What follows belongs to an exercise in optimizing a design on an open flow for small area; a production flow would make more cautious choices. Only simulation tests tie the RTL to the original design; equivalence was not proved. No driver is modelled on the clock port, so clocking that relies on it looks cheaper here than on a real chip. No activity file was given, so power comes from the tool's default toggle rates.

Setup of job 370:
// smoothing
module smoothing (clk, reset, data, smooth);
	input logic clk, reset;
	input logic [11:0] data;
	output logic [11:0] smooth;
	logic [1523:0] hist;
	logic [11:0] nold;
	logic [6:0] count;
	logic full;
	logic full_next;
	logic [18:0] sum;
	assign smooth = sum[18:7];
	logic [7:0] cc;
	logic [6:0] count_inc;
	assign cc[0] = 1'b1;
	genvar g;
	generate
		for (g = 0; g < 7; g++) begin : inc
			assign count_inc[g] = count[g] ^ cc[g];
			assign cc[g+1] = count[g] & cc[g];
		end
	endgenerate
	assign full_next = ~reset & (full | cc[7]);
	logic [12:0] tc;
	logic [11:0] t;
	logic [12:0] rc;
	logic [11:0] lo;
	assign tc[0] = 1'b1;
	assign rc[0] = 1'b0;
	generate
		for (g = 0; g < 12; g++) begin : sub
			assign t[g] = data[g] ^ nold[g] ^ tc[g];
			assign tc[g+1] = (data[g] & nold[g]) | (data[g] & tc[g]) | (nold[g] & tc[g]);
			assign lo[g] = sum[g] ^ t[g] ^ rc[g];
			assign rc[g+1] = (sum[g] & t[g]) | (sum[g] & rc[g]) | (t[g] & rc[g]);
		end
	endgenerate
	logic down;
	logic [7:0] uc;
	logic [6:0] hi;
	assign down = ~tc[12];
	assign uc[0] = rc[12];
	generate
		for (g = 0; g < 7; g++) begin : upd
			assign hi[g] = sum[12+g] ^ down ^ uc[g];
			assign uc[g+1] = (sum[12+g] & down) | (sum[12+g] & uc[g]) | (down & uc[g]);
		end
	endgenerate
	always_ff @(posedge clk) begin
		hist <= {hist[1511:0], data};
		nold <= ~(hist[1523:1512] & {12{full_next}});
		full <= full_next;
		if (reset) begin
			count <= 0;
			sum <= 0;
		end
		else begin
			count <= count_inc;
			sum <= {hi, lo};
		end
	end
endmodule
For scale: ~1700 cells after synthesis, about 26 I/O pins, ~0.032 mm² of cells after synthesis.
export LEC_CHECK = 0
export ABC_AREA = 0
export CAP_MARGIN = 20
export CORE_MARGIN = 2
export CORE_UTILIZATION = 50
export SLEW_MARGIN = 20
create_clock -name core_clock -period 20.0 [get_ports {clk}]
standard.sh (not shown) runs the stock make flow with config.mk's settings and CLKGATE_MAP_FILE= SYNTH_SCRIPT=/design/flow/synth_recipe.tcl, a recipe that flattens the netlist after the stock synthesis.
==> flow/flow/run.sh <==
#!/bin/bash
# Standard layout, with the clock tree built without dummy loads, leaf clock
# buffers downsized where slew allows (post_cts.tcl), power recovery sizing
# down non-critical gates, and smaller port buffers. Each make step's log is
# under orfs/logs; make's own output goes to make.log here.
set -euo pipefail
here=$(cd "$(dirname "$0")" && pwd)
export CTS_ARGS="-sink_clustering_enable -repair_clock_nets -dont_use_dummy_load -buf_list {sky130_fd_sc_hd__clkbuf_16} -sink_clustering_size 36 -sink_clustering_max_diameter 60"
export POST_CTS_TCL="$here/post_cts.tcl"
export BUFFER_PORTS_ARGS="-buffer_cell sky130_fd_sc_hd__buf_1"
export RECOVER_POWER=100
bash standard.sh > make.log 2>&1
==> flow/flow/post_cts.tcl <==
set limit 0.112
set sizes {sky130_fd_sc_hd__clkbuf_2 sky130_fd_sc_hd__clkbuf_4 sky130_fd_sc_hd__clkbuf_8}
estimate_parasitics -placement
proc sink_slew {net} {
  set worst 0
  foreach p [get_pins -of_objects $net -filter "direction==input"] {
    set s [get_property $p slew_max]
    if {$s > $worst} { set worst $s }
  }
  return $worst
}
set saved 0
foreach inst [get_cells -hier *] {
  set master [get_property $inst ref_name]
  if {![string match "sky130_fd_sc_hd__clkbuf_16" $master]} continue
  set out [get_pins -of_objects $inst -filter "direction==output"]
  set net [get_nets -of_objects $out]
  if {![string match "clknet_leaf*" [get_name $net]]} continue
  foreach cand $sizes {
    replace_cell $inst $cand
    if {[sink_slew $net] <= $limit} {
      puts "post_cts: [get_name $inst] $master -> $cand ([llength [get_pins -of_objects $net -filter direction==input]] sinks)"
      incr saved
      break
    }
    replace_cell $inst $master
  }
}
puts "post_cts: downsized $saved leaf clock buffers"
detailed_placement
check_placement -verbose
Both conditions hold for job 370: the flow ran to the end and the final layout passed the timing, DRC and antenna checks.
What job 4981 does differently from job 370 at the input level:
diff --git a/flow/config.mk b/flow/config.mk
--- a/flow/config.mk
+++ b/flow/config.mk
@@ -6,7 +6,7 @@
 export NUM_CORES = 4
 export LEC_CHECK = 0
-export ABC_AREA = 0
+export ABC_AREA = 1
 export CAP_MARGIN = 20
 export CORE_MARGIN = 2
-export CORE_UTILIZATION = 50
+export CORE_UTILIZATION = 70
 export SLEW_MARGIN = 20
[summary]
The lower global-route wire length before repair of job 4981 and job 370 is in job 370.
Diff job 370 -> job 4981: headroom to the max-slew limit fell 3.8 points, portion of the post-synthesis area used by sequential elements about even, detailed route wirelength on metal3 fell 23%.
Input-level comparison between job 4817 and job 4981:
==> flow/flow/run.sh <==
#!/bin/bash
# Standard layout, with the clock tree built without dummy loads and with
# smaller port buffers. Each make step's log is under orfs/logs; make's own
# output goes to make.log here.
set -euo pipefail
export CTS_ARGS="-sink_clustering_enable -repair_clock_nets -dont_use_dummy_load -buf_list {sky130_fd_sc_hd__clkbuf_16} -sink_clustering_size 40 -sink_clustering_max_diameter 50"
export BUFFER_PORTS_ARGS="-buffer_cell sky130_fd_sc_hd__buf_1"
bash standard.sh > make.log 2>&1
diff --git a/flow/config.mk b/flow/config.mk
--- a/flow/config.mk
+++ b/flow/config.mk
@@ -9,4 +9,4 @@
 export CAP_MARGIN = 20
 export CORE_MARGIN = 2
-export CORE_UTILIZATION = 70
+export CORE_UTILIZATION = 60
 export SLEW_MARGIN = 20
removed: flow/flow/post_cts.tcl
Results
Job 4817 finished all stages; the layout is clean.
Sort job 4817 and job 4981 by routed wire length desc -> top: job 4981
Taking job 4981 as the reference, in job 4817 met2 global-route usage fell 7.0 points; worst supply voltage drop on vdd fell by 22%; share of total power in combinational logic held; pre-CTS worst setup slack lost 120 ps.
Final area deteriorates in job 4817 relative to job 4981.
Relative to job 4981, switching component of the power has increased by 3.0% in job 4817.
Maximum single-stage delay on the critical path sits higher in job 4817 than in job 4981.
Delta (job 4817 minus job 4981): latest clock arrival within the worst-skew pair neither gained nor lost much, overall via count from detail_route picked up an extra 50, shortest clock period the worst path allows after layout neither gained nor lost much.
The following lists how job 4259 was set up differently from job 4817:
==> flow/flow/run.sh <==
#!/bin/bash
# Standard layout, with the clock tree built without dummy loads, leaf clock
# buffers downsized where slew allows (post_cts.tcl), power recovery sizing
# down non-critical gates, and smaller port buffers. Each make step's log is
# under orfs/logs; make's own output goes to make.log here.
set -euo pipefail
here=$(cd "$(dirname "$0")" && pwd)
export CTS_ARGS="-sink_clustering_enable -repair_clock_nets -dont_use_dummy_load -buf_list {sky130_fd_sc_hd__clkbuf_16} -sink_clustering_size 36 -sink_clustering_max_diameter 60"
export POST_CTS_TCL="$here/post_cts.tcl"
export BUFFER_PORTS_ARGS="-buffer_cell sky130_fd_sc_hd__buf_1"
export RECOVER_POWER=100
bash standard.sh > make.log 2>&1
==> flow/flow/post_cts.tcl (new file) <==
set limit 0.112
set sizes {sky130_fd_sc_hd__clkbuf_2 sky130_fd_sc_hd__clkbuf_4 sky130_fd_sc_hd__clkbuf_8}
estimate_parasitics -placement
proc sink_slew {net} {
  set worst 0
  foreach p [get_pins -of_objects $net -filter "direction==input"] {
    set s [get_property $p slew_max]
    if {$s > $worst} { set worst $s }
  }
  return $worst
}
set saved 0
foreach inst [get_cells -hier *] {
  set master [get_property $inst ref_name]
  if {![string match "sky130_fd_sc_hd__clkbuf_16" $master]} continue
  set out [get_pins -of_objects $inst -filter "direction==output"]
  set net [get_nets -of_objects $out]
  if {![string match "clknet_leaf*" [get_name $net]]} continue
  foreach cand $sizes {
    replace_cell $inst $cand
    if {[sink_slew $net] <= $limit} {
      puts "post_cts: [get_name $inst] $master -> $cand ([llength [get_pins -of_objects $net -filter direction==input]] sinks)"
      incr saved
      break
    }
    replace_cell $inst $master
  }
}
puts "post_cts: downsized $saved leaf clock buffers"
detailed_placement
check_placement -verbose
diff --git a/flow/config.mk b/flow/config.mk
--- a/flow/config.mk
+++ b/flow/config.mk
@@ -9,4 +9,4 @@
 export CAP_MARGIN = 20
 export CORE_MARGIN = 2
-export CORE_UTILIZATION = 60
+export CORE_UTILIZATION = 50
 export SLEW_MARGIN = 20
## What came out
- In job 4259 the met1 usage turned out 3.7 points lower than in job 4817.
- Comparing job 4817 and job 4259, the higher arrival time of the worst setup path was measured on job 4259.
- Placed cell count is lower on job 4817
- [compare] base=job 4817 new=job 4259: clock network power shrank by about 15%; normalized max-slew margin went down by 59 points; achievable frequency shows no meaningful change; final cycle utilization of the critical path held steady; number of global-route vias before repair -142.
- Going from job 4817 to job 4259, the die area was enlarged.
- Compared with job 4817, job 4259 shows non-filler instance count after layout that has gone up by a few percent.

The RTL this note starts from:
==> flow/design.v <==
module smoothing (clk, reset, data, smooth);
	input logic clk, reset;
	input logic [11:0] data;
	output logic [11:0] smooth;
	logic [1523:0] hist;
	logic [11:0] nold;
	logic [6:0] count;
	logic full;
	logic full_next;
	logic [18:0] sum;
	assign smooth = sum[18:7];
	logic [7:0] cc;
	logic [6:0] count_inc;
	assign cc[0] = 1'b1;
	genvar g;
	generate
		for (g = 0; g < 7; g++) begin : inc
			assign count_inc[g] = count[g] ^ cc[g];
			assign cc[g+1] = count[g] & cc[g];
		end
	endgenerate
	assign full_next = ~reset & (full | cc[7]);
	logic [12:0] tc;
	logic [11:0] t;
	logic [12:0] rc;
	logic [11:0] lo;
	assign tc[0] = 1'b1;
	assign rc[0] = 1'b0;
	generate
		for (g = 0; g < 12; g++) begin : sub
			assign t[g] = data[g] ^ nold[g] ^ tc[g];
			assign tc[g+1] = (data[g] & nold[g]) | (data[g] & tc[g]) | (nold[g] & tc[g]);
			assign lo[g] = sum[g] ^ t[g] ^ rc[g];
			assign rc[g+1] = (sum[g] & t[g]) | (sum[g] & rc[g]) | (t[g] & rc[g]);
		end
	endgenerate
	logic down;
	logic [7:0] uc;
	logic [6:0] hi;
	assign down = ~tc[12];
	assign uc[0] = rc[12];
	generate
		for (g = 0; g < 7; g++) begin : upd
			assign hi[g] = sum[12+g] ^ down ^ uc[g];
			assign uc[g+1] = (sum[12+g] & down) | (sum[12+g] & uc[g]) | (down & uc[g]);
		end
	endgenerate
	always_ff @(posedge clk) begin
		hist <= {hist[1511:0], data};
		nold <= ~(hist[1523:1512] & {12{full_next}});
		full <= full_next;
		if (reset) begin
			count <= 0;
			sum <= 0;
		end
		else begin
			count <= count_inc;
			sum <= {hi, lo};
		end
	end
endmodule
clock: 20.0 ns
lec_check: 0
abc_area: 0
cap_margin: 20
core_margin: 2
core_utilization: 85
slew_margin: 20
==> flow/flow/run.sh <==
#!/bin/bash
# Standard layout, with the clock tree built without dummy loads, its leaves
# adjusted to the clock-pin slew limit (post_cts.tcl), power recovery sizing
# down non-critical gates, and smaller port buffers. Each make step's log is
# under orfs/logs; make's own output goes to make.log here.
set -euo pipefail
here=$(cd "$(dirname "$0")" && pwd)
export CTS_ARGS="-sink_clustering_enable -repair_clock_nets -dont_use_dummy_load -buf_list {sky130_fd_sc_hd__clkbuf_16} -sink_clustering_size 36 -sink_clustering_max_diameter 60"
export POST_CTS_TCL="$here/post_cts.tcl"
export BUFFER_PORTS_ARGS="-buffer_cell sky130_fd_sc_hd__buf_1"
export RECOVER_POWER=100
bash standard.sh > make.log 2>&1
Other scripts of this flow, unchanged in this note and not shown: flow/flow/post_cts.tcl
The starting point died in detailed placement.
Then changed:
ABC_AREA = 1   (was 0)
CORE_UTILIZATION = 70   (was 85)
Effect: Now the flow went through all stages and came out clean; area after synthesis hardly moves; synthesized cell count is higher slightly.

smoothing, a different RTL version from the one above (not shown whole).
Size in the first run: about 1700 cells after synthesis, about 1600 flip-flops, roughly 26 I/O pins, ~0.032 mm^2 of cells after synthesis.
clock: 20.0 ns
lec_check: 0
abc_area: 0
cap_margin: 20
core_margin: 2
core_utilization: 74
slew_margin: 20
==> flow/flow/run.sh <==
#!/bin/bash
# Standard layout, with the clock tree built from small buffers without dummy
# loads, its leaves adjusted to the clock-pin slew limit (post_cts.tcl), and
# smaller port buffers. Each make step's log is under orfs/logs; make's own
# output goes to make.log here.
set -euo pipefail
here=$(cd "$(dirname "$0")" && pwd)
export CTS_ARGS="-sink_clustering_enable -repair_clock_nets -dont_use_dummy_load -buf_list {sky130_fd_sc_hd__buf_4} -sink_clustering_size 14 -sink_clustering_max_diameter 40"
export POST_CTS_TCL="$here/post_cts.tcl"
export BUFFER_PORTS_ARGS="-buffer_cell sky130_fd_sc_hd__buf_1"
bash standard.sh > make.log 2>&1
==> flow/flow/post_cts.tcl <==
set limit 0.121
set down_limit 0.112
set sizes {sky130_fd_sc_hd__buf_1 sky130_fd_sc_hd__buf_2 sky130_fd_sc_hd__buf_4 sky130_fd_sc_hd__clkbuf_8 sky130_fd_sc_hd__clkbuf_16}
set block [ord::get_db_block]

proc net_sink_slew {net} {
  set worst 0
  foreach p [get_pins -of_objects $net -filter "direction==input"] {
    set s [get_property $p slew_max]
    if {$s > $worst} { set worst $s }
  }
  return $worst
}
proc leaf_nets {} {
  set r {}
  foreach n [[ord::get_db_block] getNets] {
    if {[string match "clknet_leaf*" [$n getName]]} { lappend r $n }
  }
  return $r
}
proc sinks_of {dbnet} {
  set r {}
  foreach it [$dbnet getITerms] { if {[$it isInputSignal]} { lappend r $it } }
  return $r
}
proc driver_inst {dbnet} {
  foreach it [$dbnet getITerms] { if {[$it isOutputSignal]} { return [$it getInst] } }
  return ""
}
proc inst_xy {inst} {
  set b [$inst getBBox]
  return [list [expr {([$b xMin] + [$b xMax]) / 2.0}] [expr {([$b yMin] + [$b yMax]) / 2.0}]]
}

set saved 0
foreach net [leaf_nets] {
  set inst [driver_inst $net]
  set master [[$inst getMaster] getName]
  set sinst [get_cells [$inst getName]]
  set area [expr {[[$inst getMaster] getWidth] * [[$inst getMaster] getHeight]}]
  foreach cand $sizes {
    set cm [[ord::get_db] findMaster $cand]
    if {[$cm getWidth] * [$cm getHeight] >= $area} break
    replace_cell $sinst $cand
    if {[net_sink_slew [get_nets [$net getName]]] <= $down_limit} {
      puts "post_cts: [$inst getName] $master -> $cand ([llength [sinks_of $net]] sinks)"
      incr saved
      break
    }
    replace_cell $sinst $master
  }
}
puts "post_cts: downsized $saved leaf clock buffers"

# Upsize each leaf buffer whose slew is over the limit to the smallest
# buffer that brings it under; legalize and repeat while that changes any.
set up_sizes {sky130_fd_sc_hd__buf_6 sky130_fd_sc_hd__buf_8 sky130_fd_sc_hd__buf_12 sky130_fd_sc_hd__clkbuf_16}
for {set pass 0} {$pass < 4} {incr pass} {
  detailed_placement
  estimate_parasitics -placement
  set upsized 0
  foreach net [leaf_nets] {
    set sn [get_nets [$net getName]]
    if {[net_sink_slew $sn] <= $limit} continue
    set inst [driver_inst $net]
    set master [[$inst getMaster] getName]
    set sinst [get_cells [$inst getName]]
    set area [expr {[[$inst getMaster] getWidth] * [[$inst getMaster] getHeight]}]
    set best $master
    foreach cand $up_sizes {
      set cm [[ord::get_db] findMaster $cand]
      if {[$cm getWidth] * [$cm getHeight] <= $area} continue
      replace_cell $sinst $cand
      set best $cand
      if {[net_sink_slew $sn] <= $limit} break
    }
    if {$best ne $master} { incr upsized }
  }
  puts "post_cts: pass $pass upsized $upsized leaf clock buffers"
  if {$upsized == 0} break
}
detailed_placement
detailed_placement
estimate_parasitics -placement
# Offload: while a leaf's worst clock-pin slew is over the limit, hand its
# flip-flop farthest from its buffer to the nearest other leaf buffer whose
# slew stays under the limit with it.
proc leaf_slew {name} { return [net_sink_slew [get_nets $name]] }
set moves 0
set fails 0
set over 1
while {$over && $moves < 400} {
  set over 0
  foreach n [leaf_nets] {
    set name [$n getName]
    if {[leaf_slew $name] <= $limit} continue
    set over 1
    lassign [inst_xy [driver_inst $n]] bx by
    set far ""; set fd -1
    foreach it [sinks_of $n] {
      lassign [inst_xy [$it getInst]] x y
      set d [expr {abs($x - $bx) + abs($y - $by)}]
      if {$d > $fd} { set fd $d; set far $it }
    }
    lassign [inst_xy [$far getInst]] x y
    set cands {}
    foreach n2 [leaf_nets] {
      if {[$n2 getName] eq $name} continue
      lassign [inst_xy [driver_inst $n2]] x2 y2
      lappend cands [list [expr {abs($x2 - $x) + abs($y2 - $y)}] [$n2 getName]]
    }
    set done 0
    foreach c [lrange [lsort -real -index 0 $cands] 0 3] {
      set t [lindex $c 1]
      $far disconnect
      $far connect [$block findNet $t]
      estimate_parasitics -placement
      if {[leaf_slew $t] <= $limit} { set done 1; incr moves; break }
      $far disconnect
      $far connect $n
    }
    if {!$done} { incr fails; estimate_parasitics -placement }
    if {$fails > 50} { set over 0; break }
  }
}
set worst 0
foreach n [leaf_nets] { set s [leaf_slew [$n getName]]; if {$s > $worst} { set worst $s } }
puts "post_cts: moved $moves flip-flops between leaves ($fails failed tries), worst slew [format %.3f $worst]"
check_placement -verbose
The baseline passed the timing, DRC and antenna checks.
Next try:
==> flow/flow/run.sh (replaced) <==
#!/bin/bash
# Standard layout, with the clock tree built without dummy loads, its leaves
# adjusted to the clock-pin slew limit (post_cts.tcl), and smaller port
# buffers. Each make step's log is
# under orfs/logs; make's own output goes to make.log here.
set -euo pipefail
here=$(cd "$(dirname "$0")" && pwd)
export CTS_ARGS="-sink_clustering_enable -repair_clock_nets -dont_use_dummy_load -buf_list {sky130_fd_sc_hd__clkbuf_16} -sink_clustering_size 36 -sink_clustering_max_diameter 60"
export POST_CTS_TCL="$here/post_cts.tcl"
export BUFFER_PORTS_ARGS="-buffer_cell sky130_fd_sc_hd__buf_1"
bash standard.sh > make.log 2>&1
--- a/flow/flow/post_cts.tcl
+++ b/flow/flow/post_cts.tcl
@@ -3 +3 @@
-set sizes {sky130_fd_sc_hd__buf_1 sky130_fd_sc_hd__buf_2 sky130_fd_sc_hd__buf_4 sky130_fd_sc_hd__clkbuf_8 sky130_fd_sc_hd__clkbuf_16}
+set sizes {sky130_fd_sc_hd__clkbuf_2 sky130_fd_sc_hd__clkbuf_4 sky130_fd_sc_hd__clkbuf_8}
@@ -40 +39,0 @@
-  set area [expr {[[$inst getMaster] getWidth] * [[$inst getMaster] getHeight]}]
@@ -42,2 +40,0 @@
-    set cm [[ord::get_db] findMaster $cand]
-    if {[$cm getWidth] * [$cm getHeight] >= $area} break
@@ -54,29 +50,0 @@
-
-# Upsize each leaf buffer whose slew is over the limit to the smallest
-# buffer that brings it under; legalize and repeat while that changes any.
-set up_sizes {sky130_fd_sc_hd__buf_6 sky130_fd_sc_hd__buf_8 sky130_fd_sc_hd__buf_12 sky130_fd_sc_hd__clkbuf_16}
-for {set pass 0} {$pass < 4} {incr pass} {
-  detailed_placement
-  estimate_parasitics -placement
-  set upsized 0
-  foreach net [leaf_nets] {
-    set sn [get_nets [$net getName]]
-    if {[net_sink_slew $sn] <= $limit} continue
-    set inst [driver_inst $net]
-    set master [[$inst getMaster] getName]
-    set sinst [get_cells [$inst getName]]
-    set area [expr {[[$inst getMaster] getWidth] * [[$inst getMaster] getHeight]}]
-    set best $master
-    foreach cand $up_sizes {
-      set cm [[ord::get_db] findMaster $cand]
-      if {[$cm getWidth] * [$cm getHeight] <= $area} continue
-      replace_cell $sinst $cand
-      set best $cand
-      if {[net_sink_slew $sn] <= $limit} break
-    }
-    if {$best ne $master} { incr upsized }
-  }
-  puts "post_cts: pass $pass upsized $upsized leaf clock buffers"
-  if {$upsized == 0} break
-}
-detailed_placement
- ABC_AREA: 0 -> 1
- CORE_UTILIZATION: 74 -> 70
What happened:
- The new run produced a clean layout
- global-route usage fell by 0.41 points
- die area rose by 5.7%
- setup slack got worse by 130 ps
- routed wire length rose by 4.9%
- final area rose by 0.91%
- count of clock-buffer cells in the layout fell by 81
- area after synthesis hardly moves
- clock skew fell by 31 ps
- maximum frequency fell by 1.1%
- cell count fell by 1.2%
- core utilization fell by 3.5 points
Next try:
==> flow/flow/run.sh (replaced) <==
#!/bin/bash
# Standard layout, with the clock tree built from small buffers without dummy
# loads, its leaves adjusted to the clock-pin slew limit (post_cts.tcl), and
# smaller port buffers. Each make step's log is under orfs/logs; make's own
# output goes to make.log here.
set -euo pipefail
here=$(cd "$(dirname "$0")" && pwd)
export CTS_ARGS="-sink_clustering_enable -repair_clock_nets -dont_use_dummy_load -buf_list {sky130_fd_sc_hd__buf_4} -sink_clustering_size 14 -sink_clustering_max_diameter 40"
export POST_CTS_TCL="$here/post_cts.tcl"
export BUFFER_PORTS_ARGS="-buffer_cell sky130_fd_sc_hd__buf_1"
bash standard.sh > make.log 2>&1
--- a/flow/flow/post_cts.tcl
+++ b/flow/flow/post_cts.tcl
@@ -3 +3 @@
-set sizes {sky130_fd_sc_hd__clkbuf_2 sky130_fd_sc_hd__clkbuf_4 sky130_fd_sc_hd__clkbuf_8}
+set sizes {sky130_fd_sc_hd__buf_1 sky130_fd_sc_hd__buf_2 sky130_fd_sc_hd__buf_4 sky130_fd_sc_hd__clkbuf_8 sky130_fd_sc_hd__clkbuf_16}
@@ -39,0 +40 @@
+  set area [expr {[[$inst getMaster] getWidth] * [[$inst getMaster] getHeight]}]
@@ -40,0 +42,2 @@
+    set cm [[ord::get_db] findMaster $cand]
+    if {[$cm getWidth] * [$cm getHeight] >= $area} break
@@ -50,0 +54,29 @@
+
+# Upsize each leaf buffer whose slew is over the limit to the smallest
+# buffer that brings it under; legalize and repeat while that changes any.
+set up_sizes {sky130_fd_sc_hd__buf_6 sky130_fd_sc_hd__buf_8 sky130_fd_sc_hd__buf_12 sky130_fd_sc_hd__clkbuf_16}
+for {set pass 0} {$pass < 4} {incr pass} {
+  detailed_placement
+  estimate_parasitics -placement
+  set upsized 0
+  foreach net [leaf_nets] {
+    set sn [get_nets [$net getName]]
+    if {[net_sink_slew $sn] <= $limit} continue
+    set inst [driver_inst $net]
+    set master [[$inst getMaster] getName]
+    set sinst [get_cells [$inst getName]]
+    set area [expr {[[$inst getMaster] getWidth] * [[$inst getMaster] getHeight]}]
+    set best $master
+    foreach cand $up_sizes {
+      set cm [[ord::get_db] findMaster $cand]
+      if {[$cm getWidth] * [$cm getHeight] <= $area} continue
+      replace_cell $sinst $cand
+      set best $cand
+      if {[net_sink_slew $sn] <= $limit} break
+    }
+    if {$best ne $master} { incr upsized }
+  }
+  puts "post_cts: pass $pass upsized $upsized leaf clock buffers"
+  if {$upsized == 0} break
+}
+detailed_placement
Effect:
- The new run went through all stages and came out clean
- die area stays the same
- power fell by about 2.5%
- global-route usage fell by 0.22 points
- maximum frequency rose by 1.8%
- sequential cell count is unchanged
- critical path depth is unchanged
- first-iteration DRC count fell by about 24%
- clock-buffer cell count rose by 82
- setup slack gains 210 ps
Next try:
==> flow/flow/run.sh (replaced) <==
#!/bin/bash
# Standard layout, with the clock tree built without dummy loads, its leaves
# adjusted to the clock-pin slew limit (post_cts.tcl), and smaller port
# buffers. Each make step's log is
# under orfs/logs; make's own output goes to make.log here.
set -euo pipefail
here=$(cd "$(dirname "$0")" && pwd)
export CTS_ARGS="-sink_clustering_enable -repair_clock_nets -dont_use_dummy_load -buf_list {sky130_fd_sc_hd__clkbuf_16} -sink_clustering_size 36 -sink_clustering_max_diameter 60"
export POST_CTS_TCL="$here/post_cts.tcl"
export BUFFER_PORTS_ARGS="-buffer_cell sky130_fd_sc_hd__buf_1"
bash standard.sh > make.log 2>&1
--- a/flow/flow/post_cts.tcl
+++ b/flow/flow/post_cts.tcl
@@ -3 +3 @@
-set sizes {sky130_fd_sc_hd__buf_1 sky130_fd_sc_hd__buf_2 sky130_fd_sc_hd__buf_4 sky130_fd_sc_hd__clkbuf_8 sky130_fd_sc_hd__clkbuf_16}
+set sizes {sky130_fd_sc_hd__clkbuf_2 sky130_fd_sc_hd__clkbuf_4 sky130_fd_sc_hd__clkbuf_8}
@@ -40 +39,0 @@
-  set area [expr {[[$inst getMaster] getWidth] * [[$inst getMaster] getHeight]}]
@@ -42,2 +40,0 @@
-    set cm [[ord::get_db] findMaster $cand]
-    if {[$cm getWidth] * [$cm getHeight] >= $area} break
@@ -54,29 +50,0 @@
-
-# Upsize each leaf buffer whose slew is over the limit to the smallest
-# buffer that brings it under; legalize and repeat while that changes any.
-set up_sizes {sky130_fd_sc_hd__buf_6 sky130_fd_sc_hd__buf_8 sky130_fd_sc_hd__buf_12 sky130_fd_sc_hd__clkbuf_16}
-for {set pass 0} {$pass < 4} {incr pass} {
-  detailed_placement
-  estimate_parasitics -placement
-  set upsized 0
-  foreach net [leaf_nets] {
-    set sn [get_nets [$net getName]]
-    if {[net_sink_slew $sn] <= $limit} continue
-    set inst [driver_inst $net]
-    set master [[$inst getMaster] getName]
-    set sinst [get_cells [$inst getName]]
-    set area [expr {[[$inst getMaster] getWidth] * [[$inst getMaster] getHeight]}]
-    set best $master
-    foreach cand $up_sizes {
-      set cm [[ord::get_db] findMaster $cand]
-      if {[$cm getWidth] * [$cm getHeight] <= $area} continue
-      replace_cell $sinst $cand
-      set best $cand
-      if {[net_sink_slew $sn] <= $limit} break
-    }
-    if {$best ne $master} { incr upsized }
-  }
-  puts "post_cts: pass $pass upsized $upsized leaf clock buffers"
-  if {$upsized == 0} break
-}
-detailed_placement
- ABC_AREA: 1 -> 0
After rerunning:
- The changed run completed with no timing, DRC or antenna violations
- worst setup slack gets worse by 140 ps
- maximum frequency falls slightly
- synthesized cell count drops by a few percent
- wire length grows by a few percent
- clock-buffer cell count falls by 82
- total power climbs by a few percent
- clock skew fell by 8.7 ps
- cell count shrinks by a few percent
- flip-flop and latch count does not change
- hold slack improves by 7.5 ps

-- re-timing with driven ports --
How much do the figures lean on ideal ports? The routed layouts below were timed once more, with nothing changed but the port constraints.
Step 1 assumes that a clkbuf_16 drives the clock port and a buf_2 every other input.
Step 2, shift: input delay + t, output delay - t, t = (earliest + latest rising clock arrival at the registers) / 2. This alone moves slack from input paths to output paths.
Slacks: ideal / step 1 / step 2; pairs: ideal / step 1.
run | t, ns | slack for setup (ns) | worst hold slack (ns) | latest minus earliest clock arrival (ns) | pins driven straight from the clock port
job 370 | 0.666 | 8.474 / 8.509 / 7.842 | 0.288 / 0.288 / 0.288 | 0.062 / 0.063 | 1
job 4981 | 0.665 | 8.548 / 8.575 / 7.910 | 0.302 / 0.302 / 0.302 | 0.041 / 0.040 | 1
job 4817 | 0.655 | 8.548 / 8.581 / 7.926 | 0.273 / 0.273 / 0.273 | 0.066 / 0.066 | 1
job 4259 | 0.670 | 8.525 / 8.559 / 7.888 | 0.305 / 0.305 / 0.305 | 0.055 / 0.055 | 1
the second run of note 2 | 0.663 | 8.548 / 8.575 / 7.911 | 0.303 / 0.303 / 0.303 | 0.037 / 0.037 | 1
the first run of note 3 | 0.850 | 8.615 / 8.621 / 7.771 | 0.281 / 0.281 / 0.281 | 0.058 / 0.058 | 1
the second run of note 3 | 0.667 | 8.486 / 8.518 / 7.851 | 0.311 / 0.311 / 0.311 | 0.039 / 0.040 | 1
the third run of note 3 | 0.833 | 8.692 / 8.718 / 7.885 | 0.283 / 0.283 / 0.283 | 0.086 / 0.086 | 1
the fourth run of note 3 | 0.657 | 8.550 / 8.583 / 7.925 | 0.290 / 0.290 / 0.290 | 0.051 / 0.051 | 1
After both steps every run listed still meets setup and hold. For the first run of note 3, which loses most, drivers alone change the setup slack by +0.006 ns; drivers and shift together by -0.844 ns.
